Source: an optimization exercise on an open RTL-to-GDS flow (aim: small area). Production flows keep margins and buffers that such runs may drop.
The RTL was checked by simulation tests, not by an equivalence proof against the original design.
No driver is modelled on the clock port, so clocking that relies on it looks cheaper here than on a real chip.
No activity file was given, so power comes from the tool's default toggle rates.

==> run G: inputs <==
==> flow/design.v <==
`timescale 1ns / 1ps
module ButtonController(
    input  i_clk,
    input  i_reset,
    input  i_button,
    output o_click       
    );
    localparam [18:0] TERM = 19'b1011100111001011110;
    reg        r_level;
    reg [18:0] r_cnt;
    wire w_differ = i_button ^ r_level;
    wire w_term   = (r_cnt == TERM);
    wire w_step   = w_differ & ~w_term;
    wire w_fb     = r_cnt[18] ^ r_cnt[5];
    assign o_click = w_term & r_level & ~i_button;
    always @(posedge i_clk or posedge i_reset) begin
        if (i_reset) begin
            r_level <= 1'b0;
            r_cnt   <= 19'd0;
        end else begin
            if (w_term) r_level <= i_button;
            r_cnt <= w_step ? {~r_cnt[17:0], w_fb} : 19'd0;
        end
    end
endmodule
`timescale 1ns / 1ps
module clock_divider(
    input  i_clk,
    input  i_reset,
    output [2:0] o_zone
    );
    localparam [14:0] SEG_START = 15'b010100110101010;
    reg [14:0] r_seg;
    reg [2:0]  r_zone;
    assign o_zone = r_zone;
    wire w_end30000 = ((r_seg & 15'b111011111111111) == 15'b101010100111010);
    wire w_end20000 = ((r_seg & 15'b101111111110111) == 15'b101111000100000);
    wire w_end19900 = ((r_seg & 15'b111111101100111) == 15'b110011101000010);
    wire w_end100   = ((r_seg & 15'b010001000000010) == 15'b000001000000000);
    wire w_z01 = ~r_zone[1];                
    wire w_z2  =  r_zone[1] & ~r_zone[2];   
    wire w_z3  =  r_zone[2] &  r_zone[0];   
    wire w_z4  =  r_zone[2] & ~r_zone[0];   
    wire w_end = (w_z01 & w_end30000) | (w_z2 & w_end20000) |
                 (w_z3 & w_end19900) | (w_z4 & w_end100);
    wire w_fb = r_seg[14] ^ r_seg[0];
    always @(posedge i_clk or posedge i_reset) begin
        if (i_reset) begin
            r_seg  <= 15'd0;
            r_zone <= 3'b000;
        end else begin
            r_seg <= w_end ? SEG_START : {~r_seg[13:0], w_fb};
            if (w_end) r_zone <= {r_zone[1] & r_zone[0], r_zone[0], ~r_zone[2]};
        end
    end
endmodule
`timescale 1ns / 1ps
`timescale 1ns / 1ps
module Comparator(
    input [2:0] i_zone,
    output o_light_1, o_light_2, o_light_3, o_light_4
    );
    assign o_light_1 = ~i_zone[1] & ~i_zone[0];    
    assign o_light_2 = ~i_zone[1];                 
    assign o_light_3 = ~i_zone[2];                 
    assign o_light_4 = ~(i_zone[2] & ~i_zone[0]);  
endmodule
`timescale 1ns / 1ps
module FSM_LED_UpDown(
    input i_clk,
    input i_reset,
    input  [2:0] i_click,        
    output [2:0] o_lightState    
    );
    reg       r_act0, r_act1;
    reg [2:0] r_s;
    assign o_lightState = r_s;
    wire w_none = ~r_act1 & ~r_act0;
    wire w_up   = ~r_act1 &  r_act0;
    wire w_down =  r_act1 & ~r_act0;
    always @(posedge i_clk or posedge i_reset) begin
        if (i_reset) begin
            r_act0 <= 1'b0;
            r_act1 <= 1'b0;
            r_s    <= 3'b000;
        end else begin
            r_act0 <= i_click[0] | i_click[1];
            r_act1 <= i_click[0] | (~i_click[1] & i_click[2]);
            r_s[0] <= (w_none & r_s[0]) | (w_up & ~r_s[2])           | (w_down & r_s[1]);
            r_s[1] <= (w_none & r_s[1]) | (w_up & (r_s[1] | r_s[0])) | (w_down & r_s[2]);
            r_s[2] <= (w_none & r_s[2]) | (w_up & r_s[1])            | (w_down & r_s[2] & ~r_s[0]);
        end
    end
endmodule
`timescale 1ns / 1ps
module Mux(
    input [4:0] i_x,
    input [2:0] i_select,
    output o_y
    );
    wire s1 = ~i_select[1] &  i_select[0];    
    wire s2 = ~i_select[2] &  i_select[1];    
    wire s3 =  i_select[2] &  i_select[0];    
    wire s4 =  i_select[2] & ~i_select[0];    
    assign o_y = (s1 & i_x[0]) | (s2 & i_x[1]) | (s3 & i_x[2]) | (s4 & i_x[3]);
endmodule
`timescale 1ns / 1ps
module TOP_UPdown(
    input i_clk,
    input i_reset,
    input [2:0] i_button,
    output o_LED_UP_down
    );
    wire [2:0] w_click;
    wire [2:0] w_zone;
    wire [4:0] w_light;
    wire [2:0] w_lightState;
    clock_divider clock_divide (
    .i_clk(i_clk),
    .i_reset(i_reset),
    .o_zone(w_zone)
    );
    Comparator Compare(
    .i_zone(w_zone),
    .o_light_1(w_light[0]),
    .o_light_2(w_light[1]),
    .o_light_3(w_light[2]),
    .o_light_4(w_light[3])
    );
    assign w_light[4] = 1'b0;
    ButtonController ButtonController0 (
    .i_clk(i_clk),
    .i_reset(i_reset),
    .i_button(i_button[0]),
    .o_click(w_click[0])
    );
    ButtonController ButtonController1 (
    .i_clk(i_clk),
    .i_reset(i_reset),
    .i_button(i_button[1]),
    .o_click(w_click[1])
    );
    ButtonController ButtonController2 (
    .i_clk(i_clk),
    .i_reset(i_reset),
    .i_button(i_button[2]),
    .o_click(w_click[2])
    );
    FSM_LED_UpDown FSM_LED_UpDown0(
    .i_clk(i_clk),
    .i_reset(i_reset),
    .i_click(w_click),
    .o_lightState(w_lightState)
    );
    Mux Mux(
    .i_x(w_light),
    .i_select(w_lightState),
    .o_y(o_LED_UP_down)
    );
endmodule
==> flow/run.sh <==
#!/bin/bash
# synth_recipe.tcl (not shown) runs the flow's synth.tcl, then flattens the netlist and writes it again
# the make line also repeats each setting of config.mk as NAME=value (left out here)
make -C /OpenROAD-flow-scripts/flow DESIGN_CONFIG=/design/flow/config.mk WORK_HOME=/design/flow/orfs CLKGATE_MAP_FILE= SYNTH_SCRIPT=/design/flow/synth_recipe.tcl finish
==> flow/config.mk <==
export PLATFORM = sky130hd
export DESIGN_NAME = TOP_UPdown
export DESIGN_NICKNAME = TOP_UPdown
export VERILOG_FILES = /design/flow/design.v
export SDC_FILE = /design/flow/constraint.sdc
export NUM_CORES = 4
export LEC_CHECK = 0
export CAP_MARGIN = 20
export CORE_MARGIN = 2
export CORE_UTILIZATION = 40
export SLEW_MARGIN = 20
==> flow/constraint.sdc <==
create_clock -name core_clock -period 10.0 [get_ports {i_clk}]
set_input_delay 2.0000 -clock core_clock [delete_from_list [all_inputs] [get_ports {i_clk}]]
set_output_delay 2.0000 -clock core_clock [all_outputs]
set_load 0.01 [all_outputs]
==> run P: changes against run G <==
==> flow/flow/run.sh (new file) <==
#!/bin/bash
set -euo pipefail
W=$(pwd)
export REMOVE_ABC_BUFFERS=1
export POST_FLOORPLAN_TCL="$W/flow/downsize.tcl"
export BUFFER_PORTS_ARGS="-buffer_cell sky130_fd_sc_hd__buf_1"
export CTS_ARGS="-sink_clustering_enable -repair_clock_nets -dont_use_dummy_load -buf_list sky130_fd_sc_hd__clkbuf_4"
export POST_CTS_TCL="$W/flow/clocktree.tcl"
bash standard.sh > "$W/flow_make.log" 2>&1
==> flow/flow/clocktree.tcl (new file) <==
estimate_parasitics -placement
set n 0
foreach inst [[ord::get_db_block] getInsts] {
  if { [[$inst getMaster] getName] ne "sky130_fd_sc_hd__clkbuf_4" } {
    continue
  }
  set worst 0
  foreach it [[[$inst findITerm X] getNet] getITerms] {
    if { [$it isOutputSignal] || [[$it getMTerm] getName] ne "CLK" } {
      continue
    }
    set pin [get_pins [[$it getInst] getName]/[[$it getMTerm] getName]]
    set slew [get_property $pin slew_max]
    if { $slew > $worst } {
      set worst $slew
    }
  }
  if { $worst > 0.115 } {
    puts "clock buffer [$inst getName]: sink slew $worst, using clkbuf_8"
    replace_cell [$inst getName] sky130_fd_sc_hd__clkbuf_8
    incr n
  }
}
puts "upsized $n clock buffers"
if { $n > 0 } {
  detailed_placement
  check_placement -verbose
  estimate_parasitics -placement
}
==> flow/flow/downsize.tcl (new file) <==
# Put every combinational cell back to its smallest drive strength
# (flip-flops, clock cells, ties and physical cells are left as they are).
set db [ord::get_db]
set n 0
foreach inst [[ord::get_db_block] getInsts] {
  set master [[$inst getMaster] getName]
  if { ![regexp {^sky130_fd_sc_hd__([a-z0-9]+)_([0-9]+)$} $master -> base size] } {
    continue
  }
  if { $size <= 1 || [regexp {^(s?e?df|dl|clk|tap|fill|decap|conb|diode|lpflow|probe)} $base] } {
    continue
  }
  foreach s {1 0} {
    set cand "sky130_fd_sc_hd__${base}_$s"
    if { $cand ne $master && [$db findMaster $cand] ne "NULL" } {
      puts "downsize [$inst getName] $master -> $cand"
      replace_cell [$inst getName] $cand
      incr n
      break
    }
  }
}
puts "downsized $n cells"
==> flow/standard.sh (new file) <==
#!/bin/bash
# synth_recipe.tcl (not shown) runs the flow's synth.tcl, then flattens the netlist and writes it again
# the make line also repeats each setting of config.mk as NAME=value (left out here)
make -C /OpenROAD-flow-scripts/flow DESIGN_CONFIG=/design/flow/config.mk WORK_HOME=/design/flow/orfs CLKGATE_MAP_FILE= SYNTH_SCRIPT=/design/flow/synth_recipe.tcl "${@:-finish}"
removed: flow/run.sh
==> impl_metrics.csv <==
group,metric,value,unit
layout,final_core_util,43.3,%
placement,placed_cell_area,3050,um2
layout,layout-drive-gt1-share,4.37,%
critical_path,worst_path_max_delay_cell,"dfrtp_1",
power,leakage,0.00140,uW
run_status,status,"timing/DRC/antenna clean",
placement,gp_congestion,0.700,
Source of the figures above: run P

==> impl_metrics.csv <==
group,metric,value,unit
run_status,status,"timing/DRC/antenna clean",
layout,final_core_util,46.1,%
critical_path,cp-endpoint,"o_LED_UP_down",
placement,gp_congestion,0.746,
clock_network,cts-buffers-inserted,9,
layout,layout-drive-gt1-share,10.4,%
timing,slew_headroom,53.1,%
clock_network,cts.sinks,83,
power,pwr-share-clk,34.8,%
layout,nFlopsAndLatches,83,
placement,placed_cell_area,3160,um2
Source of the figures above: run G

==> what the ideal ports hide <==
How much do the figures lean on ideal ports? The routed layouts below were timed once more, with nothing changed but the port constraints. Step 1 sets driving cells, clkbuf_16 on the clock port and buf_2 on the other inputs (assumed; they add their load-dependent delay and slew). Step 2 adds t to the input delays and takes it off the output delays; t is the mean of the earliest and latest rising clock arrival at the registers after step 1. Input paths then give back, and output paths get back, about the clock's delay inside the block. Three values: no drivers, after step 1, after step 2; two values: the first two.
run	t (ns)	setup WS [ns]	worst slew at a driven data input, ns	pins driven straight from the clock port
run G	0.371	6.146 / 6.116 / 6.269	0.03	1
run P	0.426	6.482 / 6.455 / 6.664	0.03	1
After both steps every run listed still meets setup and hold.
